This is an optimization exercise on Yosys and OpenROAD, whose aim is small area, not a production implementation.
In this exercise RTL edits were held to simulation tests only and were not proved equivalent to the original.
Power and IR drop assume default switching activity.

Setup of 04-19:
Design ARM7Execute, start of the top module:
module ARM7Execute (
    input         clk,
    input  [31:0] a_bus,
    input  [31:0] b_bus,
    input  [1:0]  shift_type,
    input  [4:0]  shift_amount_imm,
    input  [7:0]  shift_amount_reg,
    input         reg_shift,
    input  [3:0]  alu_op,
    input         update_flags,
    input         carry_flag,
    input         zero_flag,
    input         overflow_flag,
    input         negative_flag,
    input  [3:0]  cond,
    output [31:0] alu_bus,
    output        new_carry_flag,
    output        new_zero_flag,
    output        new_overflow_flag,
    output        new_negative_flag,
    output        cond_pass
);
    wire [31:0] shifter_out;
    BarrelShifter barrelShifter (
        .clk(clk),
        .b_bus(b_bus),
        .shift_type(shift_type),
        .shift_amount_imm(shift_amount_imm),
        .shift_amount_reg(shift_amount_reg),
        .reg_shift(reg_shift),
        .alu_input(shifter_out)
    );
    ALU alu (
        .aBus(a_bus),
  ...
For scale: ~790 cells after synthesis, ~44 flip-flops, roughly 130 I/O pins, about 5000 um^2 of cells after synthesis.
Settings: LEC_CHECK=0, ABC_AREA=1, CAP_MARGIN=0, CORE_MARGIN=2, CORE_UTILIZATION=40, CTS_BUF_LIST=sky130_fd_sc_hd__clkbuf_8, SLEW_MARGIN=0; clock period 13.0 ns.
standard.sh (not shown) runs the stock make flow with config.mk's settings and CLKGATE_MAP_FILE= SYNTH_SCRIPT=/design/flow/synth_recipe.tcl, a recipe that flattens the netlist after the stock synthesis.
==> flow/flow/run.sh <==
#!/bin/bash
# Standard ORFS layout with these changes:
# - the design's ShiftCore module is replaced by flow/ShiftCore_mapped.v, the
#   same function already mapped to sky130hd cells (written by
#   gen/gen_shiftcore.py); synthesis keeps those cells as they are;
# - synthesis maps the rest with ABC's area mapper (flow/abc_area.script)
#   and skips Yosys's full-adder extraction;
# - the port buffers are the library's smallest buffer (buf_1).
# Every other step is the standard one.
set -euo pipefail
W=$PWD
mkdir -p "$W/orfs_scripts"
cp -r "$FLOW_HOME/scripts/." "$W/orfs_scripts/"
cp "$W/flow/abc_area.script" "$W/orfs_scripts/abc_area.script"
awk '/^module ShiftCore/{skip=1} !skip{print} /^endmodule/{skip=0}' "$W/design.v" > "$W/design_mapped.v"
cat "$W/flow/ShiftCore_mapped.v" >> "$W/design_mapped.v"
grep -c "sky130_fd_sc_hd__" "$W/design_mapped.v" > "$W/mapped_cells.txt"
bash standard.sh VERILOG_FILES="$W/design_mapped.v" SCRIPTS_DIR="$W/orfs_scripts" ABC_AREA=1 ADDER_MAP_FILE= synth > "$W/synth.log" 2>&1
bash standard.sh VERILOG_FILES="$W/design_mapped.v" "BUFFER_PORTS_ARGS=-buffer_cell sky130_fd_sc_hd__buf_1" > "$W/layout.log" 2>&1
Other scripts of this flow, unchanged in this note and not shown: flow/flow/ShiftCore_mapped.v, flow/flow/abc_area.script
Here is what was changed in the inputs of 04-18 compared with 04-19.
Settings: setting SETUP_SLACK_MARGIN to -0.3 for the first time.
Results
04-18 vs. 04-19: critical path depth in cells stayed essentially flat; total wirelength of the detailed-routed design -0.88%; worst setup slack -0.18 ns; delay contributed by the slowest stage of the critical path went up by 0.13 ns. 04-18 vs 04-19: routed length on met2 down slightly. For the via count, 04-18 came in 24 lower than 04-19 did. Proportion of power drawn by flip-flops and latches was lower in 04-18 than in 04-19. 04-18 -> 04-19: area growth from synthesis to layout flat.


Another version of the RTL of ARM7Execute (not shown whole).
Size: roughly 870 cells after synthesis, about 130 I/O pins, roughly 5800 um2 of cells after synthesis.
==> flow/config.mk <==
export PLATFORM = sky130hd
export DESIGN_NAME = ARM7Execute
export DESIGN_NICKNAME = ARM7Execute
export VERILOG_FILES = /design/flow/design.v
export SDC_FILE = /design/flow/constraint.sdc
export NUM_CORES = 4
export LEC_CHECK = 0
export ABC_AREA = 1
export CAP_MARGIN = 20
export CORE_MARGIN = 2
export CORE_UTILIZATION = 30
export GPL_TIMING_DRIVEN = 0
export SLEW_MARGIN = 20
==> flow/constraint.sdc <==
create_clock -name core_clock -period 13.0 [get_ports {clk}]
set_input_delay 2.6000 -clock core_clock [delete_from_list [all_inputs] [get_ports {clk}]]
set_output_delay 2.6000 -clock core_clock [all_outputs]
set_load 0.01 [all_outputs]
==> flow/flow/run.sh <==
#!/bin/bash
# Standard ORFS layout with two changes: synthesis maps with ABC's area
# mapper (flow/abc_area.script) and skips Yosys's full-adder extraction, and
# the port buffers are the library's smallest buffer (buf_1). Every other
# step is the standard one.
set -euo pipefail
W=$PWD
mkdir -p "$W/orfs_scripts"
cp -r "$FLOW_HOME/scripts/." "$W/orfs_scripts/"
cp "$W/flow/abc_area.script" "$W/orfs_scripts/abc_area.script"
bash standard.sh SCRIPTS_DIR="$W/orfs_scripts" ABC_AREA=1 ADDER_MAP_FILE= synth > "$W/synth.log" 2>&1
bash standard.sh "BUFFER_PORTS_ARGS=-buffer_cell sky130_fd_sc_hd__buf_1" > "$W/layout.log" 2>&1
==> flow/flow/abc_area.script <==
strash
dch -f
amap
topo
The first run produced a clean layout.
Then changed:
Settings changed: GPL_TIMING_DRIVEN 0 to default.
Utilization shrinks by 1.2 points.
Via count drops by 2.9%.
Power drops by about 0.47%.
Routed wire length came out lower by 5.7%.
Die area stays the same.
Cell count fell by about 0.4%.


RTL: one of the versions met above, not the one the previous note started from.
Size in the first run: roughly 840 cells after synthesis, ~44 flip-flops, roughly 130 I/O pins, ~0.0052 mm2 of cells after synthesis.
Settings: LEC_CHECK=0, ABC_AREA=1, CAP_MARGIN=0, CORE_MARGIN=2, CORE_UTILIZATION=50, CTS_BUF_LIST=sky130_fd_sc_hd__clkbuf_8, SLEW_MARGIN=0; clock period 13.0 ns.
==> flow/flow/run.sh <==
#!/bin/bash
# Standard ORFS layout with these changes:
# - the design's ShiftCore module is replaced by flow/ShiftCore_mapped.v, the
#   same function already mapped to sky130hd cells (written by
#   gen/gen_shiftcore.py); synthesis keeps those cells as they are;
# - synthesis maps the rest with ABC's area mapper (flow/abc_area.script)
#   and skips Yosys's full-adder extraction;
# - the port buffers are the library's smallest buffer (buf_1).
# Every other step is the standard one.
set -euo pipefail
W=$PWD
mkdir -p "$W/orfs_scripts"
cp -r "$FLOW_HOME/scripts/." "$W/orfs_scripts/"
cp "$W/flow/abc_area.script" "$W/orfs_scripts/abc_area.script"
awk '/^module ShiftCore/{skip=1} !skip{print} /^endmodule/{skip=0}' "$W/design.v" > "$W/design_mapped.v"
cat "$W/flow/ShiftCore_mapped.v" >> "$W/design_mapped.v"
grep -c "sky130_fd_sc_hd__" "$W/design_mapped.v" > "$W/mapped_cells.txt"
bash standard.sh VERILOG_FILES="$W/design_mapped.v" SCRIPTS_DIR="$W/orfs_scripts" ABC_AREA=1 ADDER_MAP_FILE= synth > "$W/synth.log" 2>&1
bash standard.sh VERILOG_FILES="$W/design_mapped.v" "BUFFER_PORTS_ARGS=-buffer_cell sky130_fd_sc_hd__buf_1" > "$W/layout.log" 2>&1
Scripts as last shown in full above: flow/flow/abc_area.script
Other scripts of this flow, unchanged in this note and not shown: flow/flow/ShiftCore_mapped.v
The baseline finished with timing, DRC and antenna clean.
Change:
==> flow/flow/abc_area.script (replaced) <==
strash
dc2
dch -f
amap
topo
strash
dc2
dch -f
amap
topo
--- a/flow/config.mk
+++ b/flow/config.mk
@@ -7,7 +7,6 @@
 export LEC_CHECK = 0
 export ABC_AREA = 1
-export CAP_MARGIN = 0
+export CAP_MARGIN = 20
 export CORE_MARGIN = 2
-export CORE_UTILIZATION = 50
-export CTS_BUF_LIST = sky130_fd_sc_hd__clkbuf_8
-export SLEW_MARGIN = 0
+export CORE_UTILIZATION = 30
+export SLEW_MARGIN = 20
With this change the flow finished but failed the layout checks on setup timing. Wire length came out higher by about a fifth. Cell count came out higher by about a fifth. Setup slack degrades by 1400 ps. Clock power came out higher by well over a third. Die area came out higher by well over a third.
Change:
==> flow/flow/abc_area.script (replaced) <==
strash
dch -f
amap
topo
--- a/flow/config.mk
+++ b/flow/config.mk
@@ -7,6 +7,7 @@
 export LEC_CHECK = 0
 export ABC_AREA = 1
-export CAP_MARGIN = 20
+export CAP_MARGIN = 0
 export CORE_MARGIN = 2
-export CORE_UTILIZATION = 30
-export SLEW_MARGIN = 20
+export CORE_UTILIZATION = 40
+export CTS_BUF_LIST = sky130_fd_sc_hd__clkbuf_8
+export SLEW_MARGIN = 0
Outcome:
- With this change the flow produced a clean layout
- power fell by 35%
- synthesized area rose by 3.8%
- setup slack gains 1500 ps
- die area shrinks by 22%
- wire length shrinks by 20%
- via count shrinks by 13%
- design area decreases by 30%
- fmax came out higher by 12%

separate check: timing with driven ports:
In the flow no input, the clock included, has a driving cell. The finished layouts below were timed again as built, in two steps. Step 1: set_driving_cell puts a clkbuf_16 on clk and a buf_2 on each other input, an assumption about the parent block. Step 2 adds t to the input delays and takes it off the output delays; t is the mean of the earliest and latest rising clock arrival at the registers after step 1. Input paths then give back, and output paths get back, about the clock's delay inside the block. Three values: ideal ports, drivers, drivers and shift; two values: the first two.
| run | t (ns) | setup WS [ns] | worst slew at a driven data input, ns |
|---|---|---|---|
| 04-19 | 0.326 | 0.712 / 0.680 / 0.680 | 0.04 |
| 04-18 | 0.330 | 0.529 / 0.495 / 0.495 | 0.04 |
| the first run of note 2 | 0.331 | 0.567 / 0.539 / 0.539 | 0.06 |
| the second run of note 2 | 0.323 | 0.651 / 0.626 / 0.626 | 0.05 |
| the first run of note 3 | 0.333 | 0.655 / 0.616 / 0.616 | 0.04 |
| the second run of note 3 | 0.318 | -0.734 / -0.775 / -0.775 | 0.05 |
| the third run of note 3 | 0.334 | 0.789 / 0.754 / 0.754 | 0.05 |
The setup slack of the second run of note 3, which loses most, moves by -0.041 ns with the drivers and by -0.041 ns with both steps.
